Background: an optimization exercise with open tools, aiming at small area. Do not read the settings as production practice. In this exercise RTL edits were held to simulation tests only and were not proved equivalent to the original. Power is estimated from default activity; no workload was simulated.

--- flow/design.v ---
`timescale 1ns / 1ps
module clk_divider(
    input clk_ht,
    input rst,
    input reset,
    input en,
    output reg clk_di);
    reg [27:0] counter;
    localparam CLK = 28'd2000;
    parameter DIV = 28'd1;
    always @(posedge clk_ht)
    begin
        if (rst == 1'b1 || reset == 1'b1) begin
            clk_di <= 1'b0;
            counter <= 28'd0;
        end
        else if (en == 1'b1) begin
            counter <= counter + 28'd1;
            if(counter >= CLK/DIV - 1)
            begin
                counter <= 28'd0;
            end
            clk_di <= (counter == 28'd0) ? 1'b1 : 1'b0;
        end
        else begin
            clk_di <= 1'b0;
        end
    end
endmodule
`timescale 1ns / 1ps
module button_push(
    input clk_in, rst, button_in,
    output reg button_out
);
reg [27:0] counter;
wire clk_1000hz;
clk_divider #(.DIV(28'd1000)) clk_1ms(clk_in, rst, 1'b0, 1'b1, clk_1000hz);
always @(posedge clk_in) begin
    if (rst) begin
        counter <= 28'd0;
        button_out <= 1'd0;
    end
    else if (clk_1000hz) begin
        if (button_in) begin
            counter <= counter + 28'd1;
            if (counter >= 28'd50) begin
                button_out <= 1'd1;
            end
            if (counter >= 28'd1000) begin
                button_out <= 1'd0;
            end
        end
        else begin
            counter <=28'd0;
            button_out <= 1'd0;
        end
    end
end
endmodule
module button_push_v1(
    input clk_in, rst, button_in,
    output reg button_out
);
reg [27:0] counter;
reg tog;
wire clk_1000hz;
clk_divider #(.DIV(28'd1000)) clk_1ms(clk_in, rst, 1'b0, 1'b1, clk_1000hz);
always @(posedge clk_in) begin
    if (rst) begin
        counter <= 28'd0;
        tog <= 1'b0;
        button_out <= 1'b0;
    end
    else if (clk_1000hz) begin
        if (!button_in && !tog) begin
            button_out <= 1'b1;
        end
        else if (!button_in && tog) begin
            counter <= counter + 1'b1;
            if (counter >= 'd0 && counter <= 'd20) begin
                button_out <= 1'b0;
            end
            else if (counter > 'd20) begin
                tog <= 'b0;
                counter <= 'd0;
            end
        end
        else begin
            tog <= 1'b1;
        end
    end
end
endmodule
module button_press(
    input clk_in, rst, button_in,
    output reg button_out
);
reg [27:0] counter;
wire clk_1000hz;
clk_divider #(.DIV(28'd1000)) clk_1ms(clk_in, rst, 1'b0, 1'b1, clk_1000hz);
always @(posedge clk_in) begin
    if (rst) begin
        counter <= 28'd0;
        button_out <= 1'd0;
    end
    else if (clk_1000hz) begin
        if (button_in) begin
            counter <= counter + 28'd1;
            if (counter >= 28'd3000) begin
                button_out <= 1'd1;
                if (counter > 28'd3020) begin
                    button_out <= 1'd0;
                end
            end
        end
        else begin
            counter <=28'd0;
            button_out <= 1'd0;
        end
    end
end
endmodule
`timescale 1ns / 1ps
module a_checking_pass(
    input [15:0] pw_16bit,
    input [15:0] password,
    input disable_cnt,
    input enough,
    input reset,
    input clk,
    input rst,
    output reg enb_lock,
    output reg gen_rst
);
    always @(posedge clk) begin
        if (rst || reset) begin
            enb_lock <= 1'd0;
            gen_rst <= 1'd0;
        end
        else begin
            if (enough == 1'b1 && !disable_cnt && !enb_lock && !gen_rst) begin
                gen_rst <= 1'b1;
                if(pw_16bit == password)
                    enb_lock <= 1'd1;
                else
                    enb_lock <= 1'd0;
            end
            else begin
                gen_rst <= 1'b0;
            end
        end
    end
endmodule
`timescale 1ns / 1ps
module a_error_processer(
input clk,
input rst,
input gen_rst,
input rst_in,
input rst_out,
output reg gen_stop,
output reg [2:0] error_counter
);
    always @(posedge clk) begin
        if (rst || rst_in) begin
            gen_stop <= 1'd0;
            error_counter <= 'd0;
        end
        else begin
            if (rst_out == 1'b1) begin
                gen_stop <= 1'd0;
            end
            else if (gen_rst == 1'b1) begin
                error_counter <= (error_counter + 1'b1 > 'd7)? 'd7 : (error_counter + 1'b1);
                gen_stop <= 1'd1;
            end
        end
    end
endmodule
`timescale 1ns / 1ps
module a_main(
    input clk,
    input rst,
    input [15:0] pw_16bit,
    input [15:0] password,
    input disable_cnt,
    input enough,
    input reset,
    output enb_lock,
    output gen_stop,
    output [2:0] error_counter,
    output gen_rst
    );
    a_checking_pass cp (
        .pw_16bit(pw_16bit),
        .password(password),
        .disable_cnt(disable_cnt),
        .enough(enough),
        .reset(reset),
        .clk(clk),
        .rst(rst),
        .enb_lock(enb_lock),
        .gen_rst(gen_rst)
    );
    a_error_processer ep (
        .clk(clk),
        .rst(rst),
        .gen_rst(gen_rst),
        .rst_in(enb_lock),
        .rst_out(reset),
        .gen_stop(gen_stop),
        .error_counter(error_counter)
    );
endmodule
`timescale 1ns / 1ps
module d_module_timer(
    input enb_lock,
    input disable_cnt,
    input enb_cnt,
    input ignore,
    input gen_stop,
    input [2:0] error_counter,
    input clk_in,
    input rst,
    output reg enb_set,
    output reg enb_inp,
    output reg reset,
    output reg [9:0] led_cnt,
    output reg [2:0] led_rgb,
    output reg rgb_toggle,
    output reg idle,
    output reg eval
    ,output reg evcp
    ,output reg [2:0] state
    );
    localparam IDLE = 3'b000;
    localparam WAIT = 3'b001;
    localparam OPEN = 3'b010;
    localparam CLOSE = 3'b011;
    localparam NEW = 3'b100;
    localparam EXIT = 3'b101;
    localparam WRONG = 3'b110;
    localparam WARNING = 3'b111;
    localparam OFF = 3'b000;
    localparam RED = 3'b100;
    localparam GREEN = 3'b010;
    localparam YELLOW = 3'b110;
    localparam WHITE = 3'b111;
    localparam BLUE = 3'b001;
    reg evop;
    reg evig;
    reg [4:0] cw10;
    reg [4:0] cl10;
    reg [4:0] co30;
    reg [2:0] exittime;
    reg [2:0] pre_state;
    reg flash;
    reg pulse_count;
    reg [9:0] wrong_timer_minus;
    reg enb_cnt_q;
    reg disable_cnt_q;
    wire ignore_sta;
    wire clk_1hz, clk_1hz_ns;
    button_push B2 (clk_in, rst, ignore, ignore_sta);
    always @(posedge clk_in) begin
        if (rst) begin
            enb_cnt_q <= 1'b0;
            disable_cnt_q <= 1'b0;
        end
        else begin
            enb_cnt_q <= enb_cnt;
            disable_cnt_q <= disable_cnt;
        end
    end
    always @(posedge clk_in) begin
        if (rst || idle) begin
            evop <= 'd0;
        end
        else if (enb_cnt && !enb_cnt_q) begin
            if (enb_lock == 1'b1 && enb_cnt == 1'b1 && disable_cnt == 1'b0 && evop == 1'b0 && evcp == 1'b0 && state == WAIT) evop <= 1'b1;
        end
    end
    always @(posedge clk_in) begin
        if (rst || idle) begin
            evcp <= 'd0;
        end
        else if (disable_cnt && !disable_cnt_q) begin
            if (enb_lock == 1'b1 && enb_cnt == 1'b0 && disable_cnt == 1'b1 && evop == 1'b0 && evcp == 1'b0 && state == WAIT) evcp <= 1'b1;
        end
    end
    always @(posedge clk_in) begin
        if (rst) begin
            state <= IDLE;
            pre_state <= IDLE;
            reset <= 1'b0;
            pulse_count <= 1'b0;
        end
        else begin
            if (idle == 1'b1) begin
                state <= IDLE;
                pre_state <= state;
                reset <= 1'b1;
            end
            else begin
                if (reset) begin
                    reset <=1'b0;
                end
                if (enb_lock == 1'b1) begin
                    if (!evop && !evcp ) begin
                        state <= WAIT;
                        pre_state <= state;
                    end
                    else if (!evop && evcp && !disable_cnt) begin
                        state <= EXIT;
                        pre_state <= state;
                    end
                    else if (!evop && evcp && disable_cnt) begin
                        state <= NEW;
                        pre_state <= state;
                    end
                    else if (evop && !evcp && !disable_cnt) begin
                        if (enb_cnt == 1'b0) begin
                            state <= CLOSE;
                            pre_state <= state;
                        end
                        else begin
                            state <= OPEN;
                            pre_state <= state;
                        end
                    end
                end
                else begin
                    if (gen_stop == 1'b1 && (error_counter == 'd1 || error_counter == 'd2)) begin
                        state <= WARNING;
                        pre_state <= state;
                    end
                    else if (gen_stop == 1'b1 && error_counter > 'd2) begin
                        state <= WRONG;
                        pre_state <= state;
                    end
                end
            end
            if (pulse_count) pulse_count <= 'd0;
            if (pre_state != state) begin
                pulse_count <= 1'b1;
            end
        end
    end
    clk_divider #(.DIV(28'd1)) clock_1hz (clk_in, rst, pulse_count, 1'b1, clk_1hz);
    clk_divider #(.DIV(28'd1)) clock_1hz_ns (clk_in, rst, 1'b0, evop, clk_1hz_ns);
    wire clocked_1hz = clk_1hz_ns & !eval & !evig;
    always @(posedge clk_in) begin
        if (rst || idle == 1'd1) begin
            co30 <= 'd30;
        end
        else if (clocked_1hz) begin
            if (co30 > 'd0 && evop == 'd1) begin
                co30 <= (co30 == 'd0) ? co30 : co30 - 1;
            end
        end
    end
    always @(posedge clk_in) begin
        if (rst) begin
            eval <= 1'b0;
            evig <= 1'b0;
        end
        else if (ignore_sta == 'd1 && eval == 'd1) begin
            eval <= 1'b0;
            evig <= 1'b1;
        end
        else if (co30 == 'd0 && state == OPEN && !eval && !evig) begin
            eval <= 1'b1;
        end
        else if (co30 == 'd0 && state == OPEN && !eval && evig && pre_state == CLOSE) begin
            evig <= 1'b0;
        end
        else if (state == IDLE) begin
            eval <= 1'b0;
            evig <= 1'b0;
        end
    end
    always @(posedge clk_in) begin
        if (rst) begin
            enb_set <= 1'b0;
            enb_inp <= 1'b0;
            led_cnt <= 'd0;
            led_rgb <= OFF;
            rgb_toggle <= 1'b0;
            idle <= 1'b0;
            flash <= 1'b1;
            cw10 <= 'd10;
            cl10 <= 'd10;
            exittime <= 'd2;
            wrong_timer_minus <= 'd0;
        end
        else if (clk_1hz) begin
        case(state)
            IDLE: begin
                enb_set <= 0;
                enb_inp <= 0;
                led_rgb <= OFF;
                rgb_toggle <= 1'b0;
                flash <= 1'b1;
                cw10 <= 'd10;
                cl10 <= 'd10;
                exittime <= 'd2;
                idle <= 1'd0;
                wrong_timer_minus <= 'd0;
            end
            WAIT: begin
                enb_set <= 1'b1;
                enb_inp <= 1'b1;
                led_rgb <= GREEN;
                rgb_toggle <= 1'b0;
                led_cnt <= cw10;
                cw10 <= cw10 - 1'b1;
                if (cw10 == 'd0) begin
                    idle <= 1'b1;
                end
            end
            OPEN: begin
                cl10 <= 5'd10;       
                enb_set <= 0;
                enb_inp <= 1;
                led_rgb <= BLUE;
                rgb_toggle <= 1'b0;
                led_cnt <= co30;
                if (co30 == 'd0 && eval == 1'b1) begin
                    rgb_toggle <= 1'b1;
                end
            end
            CLOSE: begin
                enb_set <= 0;
                enb_inp <= 1;
                led_rgb <= GREEN;
                rgb_toggle <= 1'b1;
                led_cnt <= cl10;
                cl10 <= cl10 - 1'b1;
                if (cl10 == 'd0) begin
                    idle <= 1'b1;
                end
            end
            NEW: begin
                enb_set <= 1;
                enb_inp <= 0;
                led_rgb <= WHITE;
                rgb_toggle <= 1'b0;
            end
            EXIT: begin
                enb_set <= 0;
                enb_inp <= 0;
                exittime <= exittime - 1'b1;
                if (exittime == 'd0) begin
                    idle <= 1'b1;
                    led_rgb <= OFF;
                end
            end
            WRONG: begin
                enb_set <= 0;
                enb_inp <= 1;
                led_rgb <= RED;
                rgb_toggle <= 1'b1;
                led_cnt <= (((error_counter - 'd3)*(error_counter - 'd3) + 1'd1)*'d60) - wrong_timer_minus;
                wrong_timer_minus <= wrong_timer_minus + 1'b1;
                if (wrong_timer_minus == (((error_counter - 'd3)*(error_counter - 'd3) + 1)*'d60)) begin
                    idle <= 1'b1;
                end
            end
            WARNING: begin
                enb_set <= 0;
                enb_inp <= 1;
                led_rgb <= RED;
                rgb_toggle <= 1'b0;
                flash <= flash - 1'b1;
                if (flash == 1'b0) begin
                    idle <= 1'b1;
                end
            end
        endcase
        end
    end
endmodule
`timescale 1ns / 1ps
module d_module_led_rgb(
    input rgb_toggle,
    input [2:0] led_rgb,
    input clk_in,
    input rst,
    input idle,
    output reg [2:0] rgb_out
    );
    localparam OFF = 3'b000;
    localparam RED = 3'b001;
    localparam GREEN = 3'b010;
    localparam YELLOW = 3'b011;
    localparam WHITE = 3'b111;
    localparam BLUE = 3'b100;
    wire clk_1hz;
    clk_divider #(.DIV(28'd4)) clock_1HZ (clk_in, rst, idle, 1'b1, clk_1hz);
    always @(posedge clk_in) begin
        if (rst) begin
            rgb_out <= OFF;
        end
        else if (clk_1hz) begin
            if (rgb_toggle == 1'b1) begin
                if (rgb_out == OFF) begin
                    rgb_out <= led_rgb;
                end
                else begin
                    rgb_out <= OFF;
                end
            end
            else begin
                rgb_out <= led_rgb;
            end
        end
    end
endmodule
`timescale 1ns / 1ps
module d_main(
    input enb_lock,
    input disable_cnt,
    input enb_cnt,
    input ignore,
    input gen_stop,
    input [2:0] error_counter,
    input clk_in,
    input rst,
    output enb_set,
    output enb_inp,
    output reset,
    output [9:0] led_cnt,
    output [2:0] rgb_out,
    output eval
    ,output evcp
    ,output [2:0] state
    );
    wire [2:0] led_rgb;
    wire rgb_toggle, idle;
    d_module_timer D1 (
    .enb_lock(enb_lock)
    ,.disable_cnt(disable_cnt)
    ,.enb_cnt(enb_cnt)
    ,.ignore(ignore)
    ,.gen_stop(gen_stop)
    ,.error_counter(error_counter)
    ,.clk_in(clk_in)
    ,.rst(rst)
    ,.enb_set(enb_set)
    ,.enb_inp(enb_inp)
    ,.reset(reset)
    ,.led_cnt(led_cnt)
    ,.led_rgb(led_rgb)
    ,.rgb_toggle(rgb_toggle)
    ,.idle(idle)
    ,.eval(eval)
    ,.evcp(evcp)
    ,.state(state)
    );
    d_module_led_rgb D2 (
    .rgb_toggle(rgb_toggle)
    ,.led_rgb(led_rgb)
    ,.clk_in(clk_in)
    ,.rst(rst)
    ,.idle(idle)
    ,.rgb_out(rgb_out)
    );
endmodule
`timescale 1ns / 1ps
module h_newlock_v2(
        input   enb_inp,
                enb_set,
                exit_button,
                enough,
        input   [15:0] value_16bit,
        input   confirm_button,
                clk_in,
                rst,
        output  reg disable_cnt,
        output  reg [15:0] password,
        output  reg success
    );
    reg[3:0] three_time_counter;
    wire button_push_confirm, button_push_exit, button_push_3s_exit;
    button_push B0(clk_in, rst, confirm_button, button_push_confirm);
    button_push_v1 B1(clk_in, rst, exit_button,button_push_exit);
    button_press B2(clk_in, rst, exit_button,button_push_3s_exit);
    reg [30:0] counter;
    reg dis_1;
    reg dis_2;
    reg dis_3;
    reg confirm_q, exit_q, exit3s_q;
    always @(posedge clk_in) begin
        if (rst) begin
            confirm_q <= 1'b0;
            exit_q <= 1'b0;
            exit3s_q <= 1'b0;
        end
        else begin
            confirm_q <= button_push_confirm;
            exit_q <= button_push_exit;
            exit3s_q <= button_push_3s_exit;
        end
    end
    always @(posedge clk_in) begin
        if (rst) begin
            success <= 1'b0;
            counter <= 'd0;
        end
        else if (disable_cnt == 1 && enough == 1 && button_push_3s_exit && success == 0) begin
            success <= 1'b1;
            counter <= 'd0;
        end
        else if (success == 1) begin
            counter <= counter + 1'b1;
            if (counter >= 'd4000) begin
                success <= 0;
                counter <= 0;
            end
        end
    end
    always @(posedge clk_in) begin
        if (rst) begin
            three_time_counter <= 4'd0;
            dis_1 <= 1'd0;
        end
        else if (button_push_confirm && !confirm_q) begin
            if (enb_set == 1'd1 && enb_inp == 1'd1) begin
                three_time_counter <= three_time_counter + 4'd1;
                if(three_time_counter >= 4'd2) begin
                    dis_1 <= ~dis_1;
                    three_time_counter <= 4'd0;
                end
            end
        end
    end
    always @(posedge clk_in) begin
        if (rst) begin
            password <= 16'd0;
            dis_2 <= 1'd0;
        end
        else if (button_push_3s_exit && !exit3s_q) begin
            if(enough) begin
                if(disable_cnt == 1'd1) begin
                    password <= value_16bit;
                    dis_2 <= ~dis_2;
                end
                else dis_2<= ~dis_2;
            end
        end
    end
    always @(posedge clk_in) begin
        if (rst) begin
            dis_3 <= 1'd0;
        end
        else if (!button_push_exit && exit_q) begin
            if(disable_cnt == 1'd1) begin
                dis_3 <= ~dis_3;
            end
        end
    end
    always @(posedge clk_in) begin
        if (rst) disable_cnt <= 1'd0;
        else if(dis_1 == 1'd1 && dis_2 == 1'd0 && dis_3 == 1'd0) disable_cnt <= 1'd1;
        else if(dis_1 == 1'd0 && dis_2 == 1'd0 && dis_3 == 1'd1) disable_cnt <= 1'd1;
        else if(dis_1 == 1'd0 && dis_2 == 1'd1 && dis_3 == 1'd0) disable_cnt <= 1'd1;
        else if(dis_1 == 1'd1 && dis_2 == 1'd1 && dis_3 == 1'd1) disable_cnt <= 1'd1;
        else  disable_cnt <= 1'd0;
    end
endmodule
`timescale 1ns / 1ps
module h_un_lock(
    input clk_in,
          rst,
          enb_lock,
          disable_cnt,
          button,
    output reg enb_cnt
    );
    wire d_button;
    reg d_button_q;
    button_push B1 (clk_in, rst, button, d_button);
    always @(posedge clk_in) begin
        if (rst) begin
            d_button_q <= 1'b0;
            enb_cnt <= 1'd0;
        end
        else begin
            d_button_q <= d_button;
            if (d_button && !d_button_q) begin
                if (enb_lock && !disable_cnt) begin
                    enb_cnt <= ~enb_cnt;
                end
            end
        end
    end
endmodule
`timescale 1ns / 1ps
module l_10_to_16bit(
    input [9:0] led_cnt,  
    output reg [15:0] led_cnt16    
);
    reg [3:0] reg0;
    reg [3:0] reg1;   
    reg [3:0] reg2;   
    reg [3:0] reg3;
    integer temp;  
    always @(*) begin
        reg0 = 'd0;
        reg1 = 'd0;   
        reg2 = 'd0;   
        reg3 = 'd0;
        temp = led_cnt;             
        if (temp >= 1000) begin
            reg0 = temp / 1000;     
            temp = temp % 1000;     
        end
        if (temp >= 100) begin      
            reg1 = temp / 100;      
            temp = temp % 100;      
        end
        if (temp >= 10) begin       
            reg2 = temp / 10;       
            temp = temp % 10;       
        end
        reg3 = temp;    
        led_cnt16 = {reg0, reg1, reg2, reg3};
    end
endmodule
`timescale 1ns / 1ps
module l_seg_display(
    input clk_in, rst, confirm, reset, enb_count,
    input [15:0] led_cnt16,
    input [3:0] value_4bit,
    output reg [15:0] led7_out,
    output reg [15:0] pw_16bit,
    output reg enough
);
    reg [27:0] blink_counter;
    reg [3:0] reg0;
    reg [3:0] reg1;
    reg [3:0] reg2;
    reg [3:0] reg3;
    reg toggle_display;
    reg [3:0] count;
    reg button_q;
    wire clk_1000hz, button;
    button_push bt(clk_in, rst, confirm, button);
    clk_divider #(.DIV(28'd1000)) clk_out2(clk_in, rst, 1'b0, 1'b1, clk_1000hz);
    always @(posedge clk_in) begin
        if (rst) begin
            led7_out <= 16'hFFFF;
            reg3 <= 4'b1111;
            blink_counter <= 28'd0;
            toggle_display <= 1'b1;
        end
        else if (clk_1000hz) begin
            if (enb_count) begin
                led7_out <= led_cnt16;
            end else begin
                reg3 <= value_4bit;
                blink_counter <= blink_counter + 1;
                if (blink_counter == 28'd1000) begin
                    toggle_display <= ~toggle_display;
                    blink_counter <= 28'd0;
                end
                if (button == 1'd1) begin
                    led7_out <= {reg0, reg1, reg2, reg3};
                    toggle_display <= 1'd1;
                end
                else if (toggle_display == 1'b0 && count <= 4'd3) begin
                    led7_out <= {reg0, reg1, reg2, 4'b1111};
                end
                else if (toggle_display == 1'b1 && count <= 4'd3)
                    led7_out <= {reg0, reg1, reg2, reg3};
            end
        end
    end
    always @(posedge clk_in) begin
        if (rst) begin
            button_q <= 1'b0;
            pw_16bit <= 16'd0;
        end
        else begin
            button_q <= button;
        end
        if (rst || reset) begin
            reg2 <= 4'b1111;
            reg1 <= 4'b1111;
            reg0 <= 4'b1111;
            count <= 0;
            enough <= 1'b0;
        end
        else if (button && !button_q && !enb_count) begin
            case (count)
                4'd0: begin
                    reg2 <= reg3;
                    reg1 <= 4'b1111;
                    reg0 <= 4'b1111;
                    count <= count + 4'd1;
                end
                4'd1: begin
                    reg2 <= reg3;
                    reg1 <= reg2;
                    reg0 <= 4'b1111;
                    count <= count + 4'd1;
                end
                4'd2: begin
                    reg2 <= reg3;
                    reg1 <= reg2;
                    reg0 <= reg1;
                    count <= count + 4'd1;
                end
                4'd3: begin
                    count <= count + 4'd1;
                    pw_16bit <= {reg0, reg1, reg2, reg3};
                    enough <= 1'b1;
                end
                default: begin end
            endcase
        end
    end
endmodule
`timescale 1ns / 1ps
module matkey(
    input clk,                 
    input rst,
    input [3:0] row,           
    output reg [3:0] col,      
    output reg [3:0] value_4bit  
    );
wire clk_1000hz;
clk_divider #(.DIV(28'd1000)) clk_1ms(clk, rst, 1'b0, 1'b1, clk_1000hz);
always @(posedge clk) begin
  if (rst) begin
    col <= 4'b0001;
    value_4bit <= 4'd0;
  end
  else if (clk_1000hz) begin
    if (col == 4'b0001) begin  
        if (row[0] == 1) value_4bit <= 4'd1;  
        else if (row[1] == 1) value_4bit <= 4'd4;  
        else if (row[2] == 1) value_4bit <= 4'd7;  
        else if (row[3] == 1) value_4bit <= 4'd13;  
        col <= 4'b0010;
    end else if (col == 4'b0010) begin  
        if (row[0] == 1) value_4bit <= 4'd2;  
        else if (row[1] == 1) value_4bit <= 4'd5;  
        else if (row[2] == 1) value_4bit <= 4'd8;  
        else if (row[3] == 1) value_4bit <= 4'd0;  
        col <= 4'b0100;
    end else if (col == 4'b0100) begin  
        if (row[0] == 1) value_4bit <= 4'd3;  
        else if (row[1] == 1) value_4bit <= 4'd6;  
        else if (row[2] == 1) value_4bit <= 4'd9;  
        else if (row[3] == 1) value_4bit <= 4'd14;  
        col <= 4'b1000;
    end else if (col == 4'b1000) begin  
        if (row[0] == 1) value_4bit <= 4'd15;  
        else if (row[1] == 1) value_4bit <= 4'd15;  
        else if (row[2] == 1) value_4bit <= 4'd15;  
        else if (row[3] == 1) value_4bit <= 4'd15;  
        col <= 4'b0001;
    end
  end
end
endmodule
`timescale 1ns / 1ps
module h_gandata(
input [2:0] state,
input eval,
input success,
output reg [127:0] lcd_h0,
output reg [127:0] lcd_h1
    );
localparam IDLE = 3'b000;
localparam WAIT = 3'b001;
localparam OPEN = 3'b010;
localparam CLOSE = 3'b011;
localparam NEW = 3'b100;
localparam EXIT = 3'b101;
localparam WRONG = 3'b110;
localparam WARNING = 3'b111;
always @(*) begin
    if (state == IDLE) begin
        lcd_h0="Enter password  ";
        lcd_h1="    to open     ";
    end
    else if (state == WAIT) begin
        lcd_h0="Correct, press #";
        lcd_h1="open or 3* new  ";
    end
    else if (state == NEW) begin
        lcd_h0="Enter new pass  ";
        lcd_h1="Save press # 3s ";
    end
    else if (state == EXIT && success == 1) begin
        lcd_h0="Successfully sav";
        lcd_h1="e new pass, EXIT";
    end
    else if (state == EXIT && success == 0) begin
        lcd_h0="Fail to save new";
        lcd_h1="pass, EXIT      ";
    end
    else if (state == OPEN && eval == 0) begin
        lcd_h0="Door opening    ";
        lcd_h1="To close press #";
    end
    else if (state == OPEN && eval == 1) begin
        lcd_h0="Open over 30s   ";
        lcd_h1="Please press #,*";
    end
    else if (state == CLOSE) begin
        lcd_h0="Door close in 10";
        lcd_h1="To open press # ";
    end
    else if (state == WARNING) begin
        lcd_h0="Wrong pass!     ";
        lcd_h1="Try again       ";
    end
    else if (state == WRONG) begin
        lcd_h0="Wrong pass!     ";
        lcd_h1="Wait after:     ";
    end
    else begin
        lcd_h0="                ";
        lcd_h1="      ^.^       ";
    end
end
endmodule
`timescale 1ns / 1ps
module h_khoitao_ht(
input clk,
input rst,
input tick,
input [127:0] lcd_h0,
input [127:0] lcd_h1,
output rs,
output e,
output [7:0] data
    );
     parameter [3:0] 
        LCD_INIT = 4'b0000,
        LCD_ADDR_L0 = 4'b0001,
        LCD_DATA_L0 = 4'b0010,
        LCD_ADDR_L1 = 4'b0011,
        LCD_DATA_L1 = 4'b0100,
        LCD_IDLE = 4'b1001,
        LCD_PRE = 4'b1010;
     wire[7:0] lcd_h0b[0:15];
     wire[7:0] lcd_h1b[0:15];
     reg [3:0] state;
     reg [15:0] slx;
     reg [3:0] ptr;
     reg rsr;
     reg er;
     reg [7:0] datar;
     wire [7:0] cmd [0:5];
     assign e = er;
     assign rs = rsr;
     assign data= datar;
     assign cmd[0]=8'h30;  
     assign cmd[1]=8'h38;  
     assign cmd[2]=8'h0C;  
     assign cmd[3]=8'h01;  
     assign cmd[4]=8'h06;  
     assign cmd[5]=8'h0F;  
     generate
     genvar i;
     for(i=1;i<17;i=i+1)
     begin:for_name
        assign lcd_h0b[16-i] = lcd_h0[i*8-1: i*8-8];
        assign lcd_h1b[16-i] = lcd_h1[i*8-1: i*8-8];
    end
    endgenerate
    always@(posedge clk) begin
    if (rst) begin
      state <= LCD_INIT;
      slx <= 15'd0;
      ptr <= 4'd0;
      rsr <= 1'b0;
      er <= 1'b0;
      datar <= 8'd0;
    end
    else if (tick) begin
    case(state)
      LCD_PRE:
      begin  
        slx <= slx + 15'd1;
        if(slx == 15'd2000) begin
        slx <= 15'd0;
        state <= LCD_INIT;
        end
      end
      LCD_INIT:
        begin  
        slx <= slx + 15'd1;
        case (slx)
        15'd16: begin
            rsr <= 1'b0;  
            datar <= cmd[0];  
        end
        15'd20: er <= 1'b1;  
        15'd40: er <= 1'b0;  
        15'd46: begin
            rsr <= 1'b0;
            datar <= cmd[0];  
        end
        15'd50: er <= 1'b1;  
        15'd70: er <= 1'b0;  
        15'd96: begin
            rsr <= 1'b0;
            datar <= cmd[1];  
        end
        15'd100: er <= 1'b1;
        15'd120: er <= 1'b0;
        15'd140: begin
            rsr <= 1'b0;
            datar <= cmd[2];  
        end
        15'd145: er <= 1'b1;
        15'd165: er <= 1'b0;
        15'd185: begin
            rsr <= 1'b0;
            datar <= cmd[3];  
        end
        15'd190: er <= 1'b1;
        15'd195: er <= 1'b0;
        15'd510: begin
            rsr <= 1'b0;
            datar <= cmd[4];  
        end
        15'd515: er <= 1'b1;
        15'd535: er <= 1'b0;
        15'd600: begin
            slx <= 15'd0;
            state <= LCD_ADDR_L0;  
          end
          endcase
          end
        LCD_ADDR_L0:
        begin
            slx <= slx+15'd1;
            datar <= 8'h80;  
            rsr <= 1'b0;
            if(slx==15'd10) er <= 1'b1;  
            else if(slx==15'd11) er <= 1'b0;  
            else if(slx==15'd12) begin
                slx <= 15'd0;
                ptr <= 4'd0;
                state <= LCD_DATA_L0;
            end
        end
        LCD_DATA_L0:
        begin
            slx <= slx+15'd1;
            datar <= lcd_h0b[ptr];
            rsr <= 1'b1;
            if(slx==15'd10) er <= 1'b1;  
            else if(slx==15'd11) er <= 1'b0;  
            else if(slx==15'd12) begin
                slx <= 15'd0;
                if(ptr==4'd15) state <= LCD_ADDR_L1;
                else ptr <= ptr+4'd1;
                end
        end
        LCD_ADDR_L1:
        begin
            slx <= slx+15'd1;
            datar <= 8'hc0;  
            rsr <= 1'b0;
            if(slx==15'd10) er <= 1'b1;  
            else if(slx==15'd11) er <= 1'b0;  
            else if(slx==15'd12) begin
                slx <= 15'd0;
                ptr <= 4'd0;
                state <= LCD_DATA_L1;
            end
        end
        LCD_DATA_L1:
        begin
            slx <= slx+15'd1;
            datar <= lcd_h1b[ptr];
            rsr <= 1'b1;
            if(slx==15'd10) er <= 1'b1;  
            else if(slx==15'd11) er <= 1'b0;  
            else if(slx==15'd12) begin
                slx <= 15'd0;
                if(ptr==4'd15) state <= LCD_IDLE;
                else ptr <= ptr+4'd1;
                end
        end
        LCD_IDLE:
        begin
        slx <= slx+15'd1;
        if(slx == 15'd5) begin
            slx <= 15'd0;
            state <= LCD_ADDR_L0;
            end
        end  
        endcase
    end
    end
endmodule
`timescale 1ns / 1ps
module h_lcd(
input [2:0] state,
input eval,
input success,
input clk_in,
input rst,
output rs,
output e,
output [7:0] data
    );
wire [127:0] lcd_h0;
wire [127:0] lcd_h1;
wire clk;
clk_divider #(.DIV(28'd1000)) clk_1ms(clk_in, rst, 1'b0, 1'b1, clk);
h_gandata IC1 (
        .state(state),
        .eval(eval),
        .success(success),
        .lcd_h0(lcd_h0),
        .lcd_h1(lcd_h1)
        );
h_khoitao_ht IC2(
        .clk(clk_in),
        .rst(rst),
        .tick(clk),
        .lcd_h0(lcd_h0),
        .lcd_h1(lcd_h1),
        .rs(rs),
        .e(e),
        .data(data)
        );
endmodule
`timescale 1ns / 1ps
module mergeALL(
    input btn0,
    input btn1,
    input [3:0] row,
    output [3:0] col,
    input clk,
    input rst,
    output [15:0] led7_out,
    output [2:0] rgb,
    output lock_status,
    output eval,
    output success,
    output [2:0] state
    );
    wire [2:0] error_counter;
    wire [15:0] led_cnt16;
    wire [9:0] led_cnt;
    wire reset;
    wire [15:0] value_16bit;
    wire [15:0] password;
    wire enough;
    wire [3:0] value_4bit;
    wire clear, enb_lock, enb_inp, enb_set, gen_rst, gen_stop, disable_cnt, evcp;
    assign clear = btn1 & !enb_lock & !enb_inp;
     l_seg_display L0(.clk_in (clk)
                    ,.rst(rst)
                    ,.confirm(btn0)
                    ,.reset(gen_rst | reset | clear)
                    ,.enb_count(enb_inp)
                    ,.led_cnt16(led_cnt16)
                    ,.value_4bit(value_4bit)
                    ,.led7_out(led7_out)
                    ,.pw_16bit(value_16bit)
                    ,.enough(enough)
                    );
    a_main M1(
                .clk(clk)
                ,.rst(rst)
                ,.pw_16bit(value_16bit)
                ,.password(password)
                ,.disable_cnt(disable_cnt)
                ,.enough(enough)
                ,.reset(reset)
                ,.enb_lock(enb_lock)
                ,.gen_stop(gen_stop)
                ,.error_counter(error_counter)
                ,.gen_rst(gen_rst)
                );
    d_main M2 (
                .enb_lock(enb_lock)
                ,.disable_cnt(disable_cnt)
                ,.enb_cnt(lock_status)
                ,.ignore(btn0)
                ,.gen_stop(gen_stop)
                ,.error_counter(error_counter)
                ,.clk_in(clk)
                ,.rst(rst)
                ,.enb_set(enb_set)
                ,.enb_inp(enb_inp)
                ,.reset(reset)
                ,.led_cnt(led_cnt)
                ,.rgb_out(rgb)
                ,.eval(eval)
                ,.evcp(evcp)
                ,.state(state)
                );
    l_10_to_16bit L1(.led_cnt(led_cnt)
                    ,.led_cnt16(led_cnt16)
                    );
    h_newlock_v2 H0(.enb_inp(enb_inp)
                    ,.enb_set(enb_set)
                    ,.exit_button(btn1)
                    ,.enough(enough)
                    ,.value_16bit(value_16bit)
                    ,.confirm_button(btn0)
                    ,.clk_in(clk)
                    ,.rst(rst)
                    ,.disable_cnt(disable_cnt)
                    ,.password(password)
                    ,.success(success)
                    );
    h_un_lock H1(.clk_in(clk)
                    ,.rst(rst)
                    ,.enb_lock(enb_lock)
                    ,.disable_cnt(evcp)
                    ,.button(btn1)
                    ,.enb_cnt(lock_status)
                    );
    matkey mat_key (
        .clk(clk),
        .rst(rst),
        .row(row),
        .col(col),
        .value_4bit(value_4bit)
    );
endmodule
`timescale 1ns / 1ps
module lock(
    input clk,
    input rst,
    input btn0,
    input btn1,
    input [3:0] row,
    output [3:0] col,
    output rs,
    output e,
    output [7:0] data,
    output [15:0] led7_out,
    output [2:0] rgb,
    output lock_status,
    output eval
    );
    wire [2:0] state;
    wire success;
    mergeALL M0 (
    .btn0(btn0),
    .btn1(btn1),
    .row(row),
    .col(col),
    .clk(clk),
    .rst(rst),
    .led7_out(led7_out),
     .rgb(rgb),
     .lock_status(lock_status),
     .eval(eval),
     .success(success)
     ,.state(state)
     );
    h_lcd LCD0 (
    .state(state),
    .eval(eval),
    .success(success),
    .clk_in(clk),
    .rst(rst),
    .rs(rs),
    .e(e),
    .data(data));
endmodule
--- flow/run.sh ---
#!/bin/bash
# synth_recipe.tcl (not shown) runs the flow's synth.tcl, then flattens the netlist and writes it again
# the make line also repeats each setting of config.mk as NAME=value (left out here)
make -C /OpenROAD-flow-scripts/flow DESIGN_CONFIG=/design/flow/config.mk WORK_HOME=/design/flow/orfs CLKGATE_MAP_FILE= SYNTH_SCRIPT=/design/flow/synth_recipe.tcl finish
--- flow/config.mk ---
export PLATFORM = sky130hd
export DESIGN_NAME = lock
export DESIGN_NICKNAME = lock
export VERILOG_FILES = /design/flow/design.v
export SDC_FILE = /design/flow/constraint.sdc
export NUM_CORES = 4
export LEC_CHECK = 0
export CAP_MARGIN = 20
export CORE_MARGIN = 2
export CORE_UTILIZATION = 40
export SLEW_MARGIN = 20
--- flow/constraint.sdc ---
create_clock -name core_clock -period 15.0 [get_ports {clk}]
set_input_delay 3.0000 -clock core_clock [delete_from_list [all_inputs] [get_ports {clk}]]
set_output_delay 3.0000 -clock core_clock [all_outputs]
set_load 0.01 [all_outputs]
==> summary.txt <==
[metal layers]
| metal | vias up | part of all wire, % | track usage (%) |
|---|---|---|---|
| met5 | - | 0.014 | 0 |
| met4 | 2 | 3.0 | 6.38 |
| met3 | 222 | 5.5 | 3.00 |
| met2 | 817 | 44 | 29.3 |
| met1 | 15400 | 47 | 24.6 |
| li1 | 16700 | - | - |
[worst max-delay path, delay by kind of cell, from the launching register on]
| family | cells | cell delay (ns) |
|---|---|---|
| buffers and inverters | 8 | 1.24 |
| AO/OA/AOI/OAI | 7 | 2.29 |
| AND/OR/NAND/NOR | 14 | 2.68 |
| flip-flops | 1 | 0.72 |
| adder cells (fa/ha/maj) | 11 | 4.73 |
[where the power goes]
group / internal (mW) / switching [mW]
sequential: 2.10 / 0.00941
clock: 1.32 / 0.850
combinational: 0.00919 / 0.0356
total: 3.43 / 0.895
[placed cells by master, fill, tap and decap left out, types with 40 or more instances in the layout]
master and n:
a211oi_1 46, a21oi_1 259, a31oi_1 40, and2_1 67
and3_1 74, clkbuf_16 85, clkdlybuf4s50_1 41, conb_1 265
dfxtp_1 775, fa_1 99, ha_1 196, inv_1 294
nand2_1 432, nand3_1 150, nand4_1 89, nor2_1 564
nor2b_1 45, nor3_1 96, nor4_1 130, o21ai_0 224
o22ai_1 41, or3_1 44, xnor2_1 142, xor2_1 177
[state kept, by name, summed over array words and instances, names as in the netlist, 28 cells and up]
signal	count
M0.H0.B2.clk_1ms.counter	28
M0.H0.B1.counter	28
M0.H0.B1.clk_1ms.counter	28
M0.H0.B2.counter	28
M0.M2.D1.clock_1hz.counter	28
M0.H0.B0.counter	28
M0.H1.B1.counter	28
M0.mat_key.clk_1ms.counter	28
M0.L0.blink_counter	28
M0.L0.bt.clk_1ms.counter	28
M0.M2.D1.B2.clk_1ms.counter	28
M0.H0.B0.clk_1ms.counter	28
M0.H0.counter	31
M0.L0.clk_out2.counter	28
M0.M2.D2.clock_1HZ.counter	28
M0.L0.bt.counter	28
LCD0.clk_1ms.counter	28
M0.M2.D1.B2.counter	28
M0.H1.B1.clk_1ms.counter	28
M0.M2.D1.clock_1hz_ns.counter	28
[how the worst max path moves through the flow]
stage                         startpoint             to  slack (ns)
6_report       M0.M1.ep.error_counter[0]  M0.M2.D1.idle        3.20
3_5_place_dp   M0.M1.ep.error_counter[0]  M0.M2.D1.idle        3.33
4_1_cts        M0.M1.ep.error_counter[0]  M0.M2.D1.idle        3.27
5_1_grt        M0.M1.ep.error_counter[0]  M0.M2.D1.idle        2.19
3_3_place_gp   M0.M1.ep.error_counter[0]  M0.M2.D1.idle        3.45
2_1_floorplan  M0.M1.ep.error_counter[2]  M0.M2.D1.idle        5.20
[logic make-up after synthesis]
group	count (synthesis)	share of synthesized area, %
DFF	778	38.5
xor gates and xnor gates	319	6.90
and+or+nand+nor	1849	22.4
other	1	0.00926
adders and majority gates	296	11.0
muxes	43	1.11
buffers and inverters	505	4.80
AOI/OAI and AO/OA	951	15.4
[cell usage after synthesis, types with 11 or more instances]
cell       count  share of area [%]
or3_1         44               0.68
or4_1         11               0.20
o31ai_1       16               0.30
nor2b_1       45               0.70
a21oi_1      259                3.2
dfxtp_1      778                 38
o21ai_1       16               0.20
buf_1         23               0.21
nor4_1       130                2.0
a22oi_1       32               0.59
nand2_1      432                4.0
mux2i_1       37               0.91
fa_1          99                4.9
nand2b_1      26               0.40
nor3b_1       13               0.24
o211ai_1      31               0.57
and3_1        74                1.1
inv_1        294                2.7
nor3_1        96                1.2
a211oi_1      46               0.85
o21a_1        20               0.37
o22ai_1       41               0.63
clkbuf_1     168                1.6
xor2_1       177                3.8
nand3_1      150                1.9
and4_1        13               0.28
a21o_1        36               0.67
and2_1        67                1.0
or2_2         18               0.28
nor2_1       564                5.2
a31oi_1       40               0.62
nand4_1       89                1.4
nor4b_1       29               0.63
o21bai_1      18               0.33
xnor2_1      142                3.1
o21ai_0      224                2.8
ha_1         196                6.1
a2111oi_0     12               0.26
a221oi_1      15               0.32
[stage by stage]
step	total power [mW]	hold slack, ns	util (%)	setup slack, ns
global route	4.49	0.473	45.9	2.19
floorplan	2.19	0.430	-	5.20
CTS	4.39	0.463	45.9	3.27
finish	4.33	0.459	45.9	3.20
detailed placement	2.20	0.446	42.9	3.33
global placement	2.20	0.443	42.9	3.45
[cell type report]
| type | instances | area, um2 | share of cell area (%) |
|---|---|---|---|
| Inverter | 298 | 1120 | 2.43 |
| Sequential cell | 778 | 15600 | 33.9 |
| Timing Repair Buffer | 73 | 654 | 1.42 |
| Clock inverter | 34 | 534 | 1.16 |
| Multi-Input combinational cell | 3723 | 24000 | 52.2 |
| Tap cell | 1357 | 1700 | 3.69 |
| Clock buffer | 118 | 2410 | 5.24 |
==> key figures <==
Run status
  • Status: timing/DRC/antenna clean

Global route
  • Largest net degree at the start of global routing: 89
  • Congestion Overflow GR: 0
  • Gr usage total: 18.2%
  • Vias in the first global route: 31300
  • First-pass GRT wire length: 159000 um
  • Initial antenna violation count: 1

Clock network
  • CTS tree: done
  • Htree depth: 3
  • Post-CTS sizing: 0
  • Hold Buf Count CTS: 0
  • Worst-skew pair later-pin latency: 0.66 ns
  • Clock sink count: 778
  • CTS Root Cell: clkbuf_16
  • Longest Clk Path Bufs: 3
  • Worst-path clk slew: 0.06 ns
  • Setup Buffers After CTS: 0
  • CTS buffer count: 85

Route
  • Average wire per standard cell: 14.9 um
  • Routed via count: 33100
  • Vias per inst: 5.18
  • Router iterations before antenna repair: 6
  • Remaining antenna violation count: 0
  • DR iter-0 viols: 2598
  • DRC Markers: 0
  • Drt total wl: 94900 um

Floorplan
  • Starting density of the core: 40.4%
  • Cell Rows: 116
  • Die Y: 322 um
  • Placeable Area: 100000 um2
  • Die width: 322 um
  • Die area: 104000 um2
  • I/O pin total: 43

Cells and area
  • Area Overhead vs Synth: 13.6%
  • Diode count: 0
  • Post-Layout Inst Area: 46000 um2
  • Non-filler instance count after layout: 6381
  • Layout cells sized above 1: 5.29%
  • # nets final: 5262
  • Fill cells: 9810

Placement
  • Routability cong.: 0.971
  • Inst Count DP: 6229
  • Post-DP HPWL: 66500 um
  • Placed cell area: 43100 um2
  • Port Buffer Count: 42

STA
  • Fin crit share: 78.6%
  • TNS Setup: 0 ns
  • Final setup fails: 0
  • Fmax: 84.8 MHz
  • Max-slew violations: 0
  • Final hold violations: 0
  • RSZ-0062 raised after global routing: false
  • Fin Clk Skew: 0.0373 ns
  • Tmin final: 11.80 ns
  • Max_slew headroom: 25.8%
  • Actual slew at the worst max-slew pin: 1.11 ns

Critical path
  • Most Frequent Cell on Critical Path: inv_1
  • Critical path required time: 15.55 ns
  • Max stage delay on crit path: 1.03 ns
  • Crit. End Element: flop
  • Reg2reg end: M0.M2.D1.idle
  • Worst Path Max Fanout: 34
  • Crit path launch type: flop
  • Flop2flop setup slack: 3.20 ns
  • CP Data Arrival Time: 12.35 ns
  • R2R depth: 40
  • Slowest CP cell: fa_1
  • Critical setup path kind: flop to flop
  • Critical R2R Launch: M0.M1.ep.error_counter[0]

Worst hold path
  • Hold path endpoint: M0.H0.counter[23]
  • Hold Crit Start: M0.H0.counter[23]
  • Hold Path Class: flop to flop
  • Worst Hold Depth: 1

Power
  • PwrDens: 94.0 nW/um2
  • Worst vdd ir: 65.3 uV
  • Leak: 18.0 nW

Logic synthesis
  • Synth unique cells: 122
  • Synth Flop Type: dfxtp_1
  • Synth async-reset ratio: 0%
  • Register area share after synthesis: 38.5%
  • Synth warn: 17
  • Mapped Area: 40500 um2
  • Synth Instances: 4742
  • Yosys reg bits: 778
  • Syn Area/Cell: 8.54 um2
  • Post-synth EDFFs: 0

Run
  • Max-cap violations: 0

[what the ideal ports hide]
The results above use ideal ports. As a check the final layout listed here was re-extracted and re-timed, cells and wires unchanged.
Step 1: set_driving_cell puts a clkbuf_16 on clk and a buf_2 on each other input, an assumption about the parent block.
Step 2, shift: input delay + t, output delay - t, t = (earliest + latest rising clock arrival at the registers) / 2. This alone moves slack from input paths to output paths.
Three values: ideal, step 1, step 2; two values: the first two.
t, ns: 0.710
setup WS [ns]: 3.203 / 3.203 / 3.203
clock arrival spread, ns: 0.041 / 0.041
cell pins on the clock port's net: 1
After both steps setup and hold are still met in this run. For this run, drivers alone change the setup slack by 0.000 ns; drivers and shift together by 0.000 ns.
